This is an optimization exercise on Yosys and OpenROAD, whose aim is small area, not a production implementation. The RTL was checked by simulation tests, not by an equivalence proof against the original design.

==> pepper: inputs <==
## FSd1
module FSd1 (clk24M, rst_n, mix_in, lo_out, mix_out, sig_in, TXD, RXD, led);
    input clk24M, rst_n;
    input [2:0] mix_in;
    input [2:0] sig_in;
    output [2:0] lo_out, mix_out;
    input RXD;
    output TXD;
    output [1:0] led;
    wire rst = ~rst_n;
    reg rst_d;
    always @(posedge clk24M) rst_d <= rst;
    wire [11:0] lo_cyc_d = rst ? 12'd100 : r_lo_cycle;
    reg [11:0] r_lo_cycle;
    reg [1:0]  r_lo_channel;
    reg [2:0]  rx_byte;
    wire       lo_wr;
    wire [11:0] rc0, rc1, rc2;
    wire [23:0] sc0, sc1, sc2;
    wire [2:0]  lo;
    genvar gi;
    generate
        for (gi = 0; gi < 3; gi = gi + 1) begin : ch
            reg [11:0] lo_cnt, lo_cyc;
            reg        r_lo;
            reg        mp, sp;
            reg [11:0] rw, rc;
            reg [23:0] sw, sc;
            wire [12:0] inc = {1'b0, lo_cnt} + 13'd1;
            wire m1 = (inc == {1'b0, lo_cyc});
            wire m2 = (inc == {2'b00, lo_cyc[11:1]});
            always @(posedge clk24M) begin
                mp <= mix_in[gi];
                sp <= sig_in[gi];
                if (rst || (lo_wr && r_lo_channel == gi)) lo_cyc <= lo_cyc_d;
                if (rst_d || (!mp && mix_in[gi])) rc <= rw;
                if (rst_d || (!sp && sig_in[gi])) sc <= sw;
                if (rst) begin
                    lo_cnt <= 12'd0; r_lo <= 1'b0;
                    rw <= 12'd0; sw <= 24'd0;
                end else begin
                    lo_cnt <= m1 ? 12'd0 : inc[11:0];
                    if (m1) r_lo <= 1'b1;
                    else if (m2) r_lo <= 1'b0;
                    if (!mp && mix_in[gi]) rw <= 12'd0;
                    else rw <= rw + 12'd1;
                    if (!sp && sig_in[gi]) sw <= 24'd0;
                    else sw <= sw + 24'd1;
                end
            end
            assign lo[gi] = r_lo;
        end
    endgenerate
    assign rc0 = ch[0].rc; assign rc1 = ch[1].rc; assign rc2 = ch[2].rc;
    assign sc0 = ch[0].sc; assign sc1 = ch[1].sc; assign sc2 = ch[2].sc;
  ...
export LEC_CHECK = 0
export ABC_AREA = 1
export CAP_MARGIN = 0
export CORE_MARGIN = 2
export CORE_UTILIZATION = 70
export GPL_TIMING_DRIVEN = 0
export PLACE_DENSITY = 0.9
export SLEW_MARGIN = 0
create_clock -name core_clock -period 10.0 [get_ports {clk24M}]
standard.sh (not shown) runs the stock make flow with config.mk's settings and CLKGATE_MAP_FILE= SYNTH_SCRIPT=/design/flow/synth_recipe.tcl, a recipe that flattens the netlist after the stock synthesis.
==> flow/flow/run.sh <==
#!/bin/bash
# Layout flow: the standard flow (standard.sh), with two synthesis changes
# that leave the registers as the standard synthesis makes them:
#  - ABC maps the logic with the area script in flow/abc_area.script
#    (a scripts folder that links every ORFS script but that one);
#  - adders are left to ABC as plain logic (ADDER_MAP_FILE empty);
# and two layout changes: the port buffers are the smallest buffer,
# sky130_fd_sc_hd__buf_1, and clock tree synthesis gets its own arguments
# (CTS_ARGS: clusters of up to 32 sinks under clkbuf_16, clkbuf_8 above
# them, no dummy loads).
set -euo pipefail
W=$PWD
mkdir -p "$W/scripts"
for f in "$FLOW_HOME"/scripts/*; do
  ln -sfn "$f" "$W/scripts/$(basename "$f")"
done
rm -f "$W/scripts/abc_area.script"
cp "$W/flow/abc_area.script" "$W/scripts/abc_area.script"
export SCRIPTS_DIR="$W/scripts"
export BUFFER_PORTS_ARGS="-buffer_cell sky130_fd_sc_hd__buf_1"
export CTS_ARGS="-sink_clustering_enable -repair_clock_nets -sink_clustering_size 32 -sink_clustering_max_diameter 120 -buf_list sky130_fd_sc_hd__clkbuf_16 -root_buf sky130_fd_sc_hd__clkbuf_8 -tree_buf sky130_fd_sc_hd__clkbuf_8 -sink_clustering_buffer sky130_fd_sc_hd__clkbuf_16 -dont_use_dummy_load"
bash standard.sh ADDER_MAP_FILE= synth > "$W/synth.log" 2>&1
bash standard.sh ADDER_MAP_FILE= finish > "$W/layout.log" 2>&1
==> flow/flow/abc_area.script <==
strash
&get -n
&deepsyn -T 30
&dch -f
&nf -R 1000 -p -F 8 -C 32
&put
topo
dnsize -c
==> nickel: changes against pepper <==
--- a/flow/design.v
+++ b/flow/design.v
@@ -52,92 +52,83 @@
     endgenerate
     assign rc0 = ch[0].rc; assign rc1 = ch[1].rc; assign rc2 = ch[2].rc;
     assign sc0 = ch[0].sc; assign sc1 = ch[1].sc; assign sc2 = ch[2].sc;
     assign lo_out = lo;
     assign mix_out = mix_in ^ lo;
     reg [28:0] R;
-    reg        cy;
-    reg        conv;
+    reg        conv, ready;
     reg [7:0]  cnt;    
     reg [3:0]  tph;    
     reg [2:0]  g;      
     reg [3:0]  p;      
     reg [3:0]  db;     
     reg        f_send, f_send_frame;
     wire idle = (tph == 4'd11);
     wire busy = (tph <= 4'd10);
-    wire start = rst_d || (tph == 4'd15 && p == 4'd8);
-    wire ready = !conv && !start;
     wire fire = idle && ready;
-    function [3:0] dd(input [3:0] d, input en);
-        reg g;
-        begin
-            g = en & (d[3] | (d[2] & (d[1] | d[0])));
-            dd = {g | d[3],
-                  g ? (d[3] & d[0]) : d[2],
-                  d[1] ^ (g & ~d[0]),
-                  d[0] ^ g};
-        end
+    function [3:0] a3(input [3:0] d, input en);
+        a3 = (en && d >= 4'd5) ? d + 4'd3 : d;
     endfunction
-    wire sconv = p == 4'd8 && tph == 4'd0 && cnt < 8'd192 && cnt[2:0] != 3'd7;
-    wire [2:0] j = cnt[2:0];
-    wire [4:0] k = cnt[7:3];
-    reg en;
-    always @(*) begin
-        case (j)
-            3'd0: en = 1'b1;
-            3'd1: en = k[4] | k[3] | k[2];               
-            3'd2: en = k[4] | k[3];                      
-            3'd3: en = k[4] | (k[3] & k[2]);             
-            3'd4: en = k[4];                             
-            3'd5: en = k[4] & (k[2] | (k[1] & k[0]));    
-            default: en = k[4] & k[2] & k[1] & k[0];     
-        endcase
-    end
-    wire [3:0] c = dd(R[3:0], en);
-    wire cin = (j == 3'd0) ? R[28] : cy;
+    wire [4:0] k = cnt[4:0];
+    wire [28:0] Rc = {R[28],
+                      a3(R[27:24], k[4] & k[2] & k[1] & k[0]),    
+                      a3(R[23:20], k[4] & (k[2] | (k[1] & k[0]))),  
+                      a3(R[19:16], k[4]),                         
+                      a3(R[15:12], k[4] | (k[3] & k[2])),         
+                      a3(R[11:8], k[4] | k[3]),                   
+                      a3(R[7:4], k[4] | k[3] | k[2]),             
+                      a3(R[3:0], 1'b1)};
     reg [23:0] val;
     always @(*) begin
         case (g)
             3'd0: val = rst_d ? 24'd0 : {12'd0, rc0};
             3'd1: val = {12'd0, rc1};
             3'd2: val = {12'd0, rc2};
             3'd3: val = sc0;
             3'd4: val = sc1;
             default: val = sc2;
         endcase
     end
-    wire raw = !g[2] && !(g[1] & g[0]);
-    wire [3:0] digit = raw ? R[15:12] : (p[2:0] == 3'd7) ? {3'd0, R[28]} : R[27:24];
-    wire isdig = ~db[3] | (~db[2] & ~db[1]);
-    wire drot = tph == 4'd0 && cnt <= 8'd5 && isdig && !p[3] && p != 4'd6;
-    always @(posedge clk24M)
-        cnt <= (cnt == 8'd207 || (!busy && !conv)) ? 8'd0 : cnt + 8'd1;
+    reg [3:0] digit;
+    always @(*) begin
+        case (p[2:0])
+            3'd0: digit = R[3:0];
+            3'd1: digit = R[7:4];
+            3'd2: digit = R[11:8];
+            3'd3: digit = R[15:12];
+            3'd4: digit = R[19:16];
+            3'd5: digit = R[23:20];
+            3'd6: digit = R[27:24];
+            default: digit = {3'd0, R[28]};
+        endcase
+    end
     always @(posedge clk24M) begin
         if (rst) begin
-            conv <= 1'b0; tph <= 4'd11;
+            conv <= 1'b0; ready <= 1'b0; cnt <= 8'd0; tph <= 4'd11;
             g <= 3'd0; p <= 4'd3; f_send_frame <= 1'b0;
         end else begin
-            if (start) begin
+            if (!ready && !conv) begin
                 conv <= 1'b1;
                 R <= {val, 5'd0};
-            end else if (sconv) begin
-                R <= {(j == 3'd6) ? c[3] : R[28], c[2:0], cin, R[27:4]};
-                cy <= c[3];
-            end else if (drot) begin
-                R[27:0] <= {R[3:0], R[27:4]};
-            end
-            if (conv) begin
-                if (cnt == 8'd25) conv <= 1'b0;
-            end
+            end else if (conv) begin
+                if (cnt <= 8'd23) R <= {Rc[27:0], Rc[28]};
+                if (cnt == 8'd25) begin
+                    conv <= 1'b0;
+                    ready <= 1'b1;
+                end
+            end
+            if (busy) cnt <= (cnt == 8'd207) ? 8'd0 : cnt + 8'd1;
+            else if (conv) cnt <= (cnt == 8'd25) ? 8'd0 : cnt + 8'd1;
+            else cnt <= 8'd0;
             if (fire) tph <= 4'd15;
             else if (tph == 4'd15 || (busy && cnt == 8'd207)) tph <= tph + 4'd1;
             if (fire) begin
                 if (!p[3]) begin
                     db <= digit;
                     if (p[2:0] == 3'd0) begin
+                        ready <= 1'b0;
                         g <= (g == 3'd5) ? 3'd0 : g + 3'd1;
                         p <= 4'd8;
                     end else p <= p - 4'd1;
                 end else if (!p[0]) begin
                     if (g == 3'd0) begin
                         db <= 4'd13;             
@@ -151,12 +142,13 @@
                     p <= 4'd3;
                     f_send_frame <= f_send;
                 end
             end
         end
     end
+    wire isdig = ~db[3] | (~db[2] & ~db[1]);
     wire [7:0] ch_bits = {2'b00, isdig | (db[3] & db[2] & ~db[0]), isdig, db};
     reg txd;
     always @(*) begin
         case (tph)
             4'd0: txd = 1'b0;
             4'd1: txd = ch_bits[0];
@@ -168,36 +160,40 @@
             4'd7: txd = ch_bits[6];
             4'd8: txd = ch_bits[7];
             default: txd = 1'b1;
         endcase
     end
     assign TXD = f_send_frame ? txd : 1'b1;
-    localparam [7:0] R0 = 8'h01, R51 = 8'h0a, R103 = 8'h86, R155 = 8'h77, R207 = 8'hab;
     reg [7:0] rcnt;
     reg [3:0] rnb;
     reg [7:0] rdat;
     reg       rs;
-    reg       st2;
-    wire      ridle = (rnb == 4'd0) || (rnb == 4'd11);
-    wire      rlast = (rnb == 4'd10);
+    reg       st1, st2;
+    wire      rlast = rnb[3] & rnb[1];       
     always @(posedge clk24M) begin
-        rcnt <= (rst || ridle || rcnt == R207) ? R0 :
-                {rcnt[6:0], rcnt[7] ^ rcnt[5] ^ rcnt[4] ^ rcnt[3]};
+        rcnt <= (rst || rnb == 4'd0 || rcnt == 8'd207) ? 8'd0 : rcnt + 8'd1;
         if (rst) begin
-            rnb <= 4'd0; st2 <= 1'b0;
+            rnb <= 4'd0; st1 <= 1'b0; st2 <= 1'b0;
         end else begin
-            st2 <= (rnb == 4'd11);
-            if (ridle) begin
-                rnb <= RXD ? 4'd0 : 4'd1;
+            st1 <= 1'b0;
+            st2 <= st1;
+            if (rnb == 4'd0) begin
+                if (!RXD) rnb <= 4'd1;
             end else begin
                 if (!rlast) begin
-                    if (rcnt == R51) rdat <= {RXD, rdat[7:1]};
-                    if (rcnt == R103) rs <= RXD;
-                    if (rcnt == R155) rdat[7] <= (rdat[7] & rs) | (rdat[7] & RXD) | (rs & RXD);
-                end
-                if (rcnt == R207) rnb <= rnb + 4'd1;
+                    if (rcnt == 8'd51) rdat <= {RXD, rdat[7:1]};
+                    if (rcnt == 8'd103) rs <= RXD;
+                    if (rcnt == 8'd155) rdat[7] <= (rdat[7] & rs) | (rdat[7] & RXD) | (rs & RXD);
+                end
+                if (rcnt == 8'd207) begin
+                    rnb <= rnb + 4'd1;
+                    if (rlast) begin
+                        rnb <= 4'd0;
+                        st1 <= 1'b1;
+                    end
+                end
             end
         end
     end
     reg [3:0] hex;
     always @(*) begin
         case (rdat)
==> flow/flow/run.sh (replaced) <==
#!/bin/bash
# Layout flow: the standard flow (standard.sh), with two synthesis changes
# that leave the registers as the standard synthesis makes them:
#  - ABC maps the logic with the area script in flow/abc_area.script
#    (a scripts folder that links every ORFS script but that one);
#  - adders are left to ABC as plain logic (ADDER_MAP_FILE empty).
set -euo pipefail
W=$PWD
mkdir -p "$W/scripts"
for f in "$FLOW_HOME"/scripts/*; do
  ln -sfn "$f" "$W/scripts/$(basename "$f")"
done
rm -f "$W/scripts/abc_area.script"
cp "$W/flow/abc_area.script" "$W/scripts/abc_area.script"
export SCRIPTS_DIR="$W/scripts"
bash standard.sh ADDER_MAP_FILE= synth > "$W/synth.log" 2>&1
bash standard.sh ADDER_MAP_FILE= finish > "$W/layout.log" 2>&1
==> flow/flow/abc_area.script (replaced) <==
strash
&get -n
&deepsyn -T 30
&put
dch -f
amap
topo
dnsize -c
Settings changed: CAP_MARGIN 0 to 20, CORE_UTILIZATION 70 to 60, CTS_BUF_LIST from default to sky130_fd_sc_hd__clkbuf_16, CTS_CLUSTER_DIAMETER from default to 120, CTS_CLUSTER_SIZE from default to 30, GPL_TIMING_DRIVEN 0 to default, PLACE_DENSITY 0.9 to default, SLEW_MARGIN 0 to 20.
==> lagoon: changes against pepper <==
--- a/flow/design.v
+++ b/flow/design.v
@@ -52,13 +52,12 @@
     endgenerate
     assign rc0 = ch[0].rc; assign rc1 = ch[1].rc; assign rc2 = ch[2].rc;
     assign sc0 = ch[0].sc; assign sc1 = ch[1].sc; assign sc2 = ch[2].sc;
     assign lo_out = lo;
     assign mix_out = mix_in ^ lo;
     reg [28:0] R;
-    reg        cy;
     reg        conv;
     reg [7:0]  cnt;    
     reg [3:0]  tph;    
     reg [2:0]  g;      
     reg [3:0]  p;      
     reg [3:0]  db;     
@@ -75,59 +74,49 @@
             dd = {g | d[3],
                   g ? (d[3] & d[0]) : d[2],
                   d[1] ^ (g & ~d[0]),
                   d[0] ^ g};
         end
     endfunction
-    wire sconv = p == 4'd8 && tph == 4'd0 && cnt < 8'd192 && cnt[2:0] != 3'd7;
-    wire [2:0] j = cnt[2:0];
-    wire [4:0] k = cnt[7:3];
-    reg en;
-    always @(*) begin
-        case (j)
-            3'd0: en = 1'b1;
-            3'd1: en = k[4] | k[3] | k[2];               
-            3'd2: en = k[4] | k[3];                      
-            3'd3: en = k[4] | (k[3] & k[2]);             
-            3'd4: en = k[4];                             
-            3'd5: en = k[4] & (k[2] | (k[1] & k[0]));    
-            default: en = k[4] & k[2] & k[1] & k[0];     
-        endcase
-    end
-    wire [3:0] c = dd(R[3:0], en);
-    wire cin = (j == 3'd0) ? R[28] : cy;
+    wire [4:0] k = cnt[4:0];
+    wire crot = conv && cnt <= 8'd23;    
+    wire [3:0] c0 = dd(R[3:0], crot);
+    wire [3:0] c1 = dd(R[7:4], crot & (k[4] | k[3] | k[2]));              
+    wire [3:0] c2 = dd(R[11:8], crot & (k[4] | k[3]));                   
+    wire [3:0] c3 = dd(R[15:12], crot & (k[4] | (k[3] & k[2])));         
+    wire [3:0] c4 = dd(R[19:16], crot & k[4]);                           
+    wire [3:0] c5 = dd(R[23:20], crot & k[4] & (k[2] | (k[1] & k[0])));  
+    wire [3:0] c6 = dd(R[27:24], crot & k[4] & k[2] & k[1] & k[0]);      
+    wire [28:0] Rn = {c6, c5, c4, c3, c2, c1, c0, R[28]};
     reg [23:0] val;
     always @(*) begin
         case (g)
             3'd0: val = rst_d ? 24'd0 : {12'd0, rc0};
             3'd1: val = {12'd0, rc1};
             3'd2: val = {12'd0, rc2};
             3'd3: val = sc0;
             3'd4: val = sc1;
             default: val = sc2;
         endcase
     end
     wire raw = !g[2] && !(g[1] & g[0]);
-    wire [3:0] digit = raw ? R[15:12] : (p[2:0] == 3'd7) ? {3'd0, R[28]} : R[27:24];
+    wire [3:0] digit = raw ? R[15:12] : {R[2:0] & {3{p[2:0] != 3'd7}}, R[28]};
     wire isdig = ~db[3] | (~db[2] & ~db[1]);
-    wire drot = tph == 4'd0 && cnt <= 8'd5 && isdig && !p[3] && p != 4'd6;
+    wire drot = tph == 4'd0 && cnt <= 8'd3 && isdig;
     always @(posedge clk24M)
         cnt <= (cnt == 8'd207 || (!busy && !conv)) ? 8'd0 : cnt + 8'd1;
     always @(posedge clk24M) begin
         if (rst) begin
             conv <= 1'b0; tph <= 4'd11;
             g <= 3'd0; p <= 4'd3; f_send_frame <= 1'b0;
         end else begin
             if (start) begin
                 conv <= 1'b1;
                 R <= {val, 5'd0};
-            end else if (sconv) begin
-                R <= {(j == 3'd6) ? c[3] : R[28], c[2:0], cin, R[27:4]};
-                cy <= c[3];
-            end else if (drot) begin
-                R[27:0] <= {R[3:0], R[27:4]};
+            end else if (crot || drot) begin
+                R <= Rn;
             end
             if (conv) begin
                 if (cnt == 8'd25) conv <= 1'b0;
             end
             if (fire) tph <= 4'd15;
             else if (tph == 4'd15 || (busy && cnt == 8'd207)) tph <= tph + 4'd1;
==> flow/flow/run.sh (replaced) <==
#!/bin/bash
# Layout flow: the standard flow (standard.sh), with two synthesis changes
# that leave the registers as the standard synthesis makes them:
#  - ABC maps the logic with the area script in flow/abc_area.script
#    (a scripts folder that links every ORFS script but that one);
#  - adders are left to ABC as plain logic (ADDER_MAP_FILE empty);
# and the port buffers are the smallest buffer, sky130_fd_sc_hd__buf_1.
set -euo pipefail
W=$PWD
mkdir -p "$W/scripts"
for f in "$FLOW_HOME"/scripts/*; do
  ln -sfn "$f" "$W/scripts/$(basename "$f")"
done
rm -f "$W/scripts/abc_area.script"
cp "$W/flow/abc_area.script" "$W/scripts/abc_area.script"
export SCRIPTS_DIR="$W/scripts"
export BUFFER_PORTS_ARGS="-buffer_cell sky130_fd_sc_hd__buf_1"
bash standard.sh ADDER_MAP_FILE= synth > "$W/synth.log" 2>&1
bash standard.sh ADDER_MAP_FILE= finish > "$W/layout.log" 2>&1
==> flow/flow/abc_area.script (replaced) <==
strash
&get -n
&deepsyn -T 30
&put
dch -f
amap
topo
dnsize -c
Settings changed: CORE_UTILIZATION 70 to 60, CTS_BUF_LIST from default to sky130_fd_sc_hd__clkbuf_16, CTS_CLUSTER_DIAMETER from default to 120, CTS_CLUSTER_SIZE from default to 30, GPL_TIMING_DRIVEN 0 to default, PLACE_DENSITY 0.9 to default.
==> qor summary <==
metric                                                           nickel          pepper          lagoon
Status                                                   finished clean  finished clean  finished clean
Global routing usage summed across all routing layers             23.3%           28.1%           22.1%
Full die area                                                27100 um^2      22600 um^2      26900 um^2
Leading cell type in the layout, fill and taps excluded          nor2_1        edfxtp_1          nor2_1
Number of signal-net buffers in the layout                           34              25              41
Fin Clk Skew                                                  0.0367 ns       0.0625 ns       0.0392 ns
Worst vdd ir                                                   0.173 mV        0.129 mV        0.155 mV
Area grow syn2layout                                              8.00%           5.84%           7.55%
Number of tap instances                                             330             275             330
Worst-path fanout max                                                 4               3               3
Number of non-filler instances in the completed layout             1898            1572            1873
Count of cell types in the netlist                                   43              46              48
Relative slew slack                                               27.7%           15.7%           17.0%
Number of ordinary inverters in the final layout                    157               7             149
F_max                                                           190 MHz         221 MHz         222 MHz
Met1 track demand over resource                                   35.7%           38.5%           31.9%
Critical path depth in cells                                          4               3               4
# nets final                                                       1566            1308            1541
CP max stage delay                                              0.54 ns         0.19 ns         0.17 ns

separate check: timing with driven ports:
Ports are ideal in the flow. The routed layouts listed here were re-timed in OpenROAD. Step 1: set_driving_cell puts a clkbuf_16 on clk24M and a buf_2 on each other input, an assumption about the parent block. Step 2 adds t to the input delays and takes it off the output delays; t is the mean of the earliest and latest rising clock arrival at the registers after step 1. Input paths then give back, and output paths get back, about the clock's delay inside the block. Three values: no drivers, after step 1, after step 2; two values: the first two.
run	t (ns)	slack for setup (ns)	pins driven straight from the clock port
pepper	0.579	5.475 / 5.452 / 5.156	1
nickel	0.566	4.750 / 4.721 / 4.721	1
lagoon	0.555	5.498 / 5.475 / 5.475	1
After both steps setup and hold are still met in every run listed. The setup slack of pepper, which loses most, moves by -0.023 ns with the drivers and by -0.319 ns with both steps.
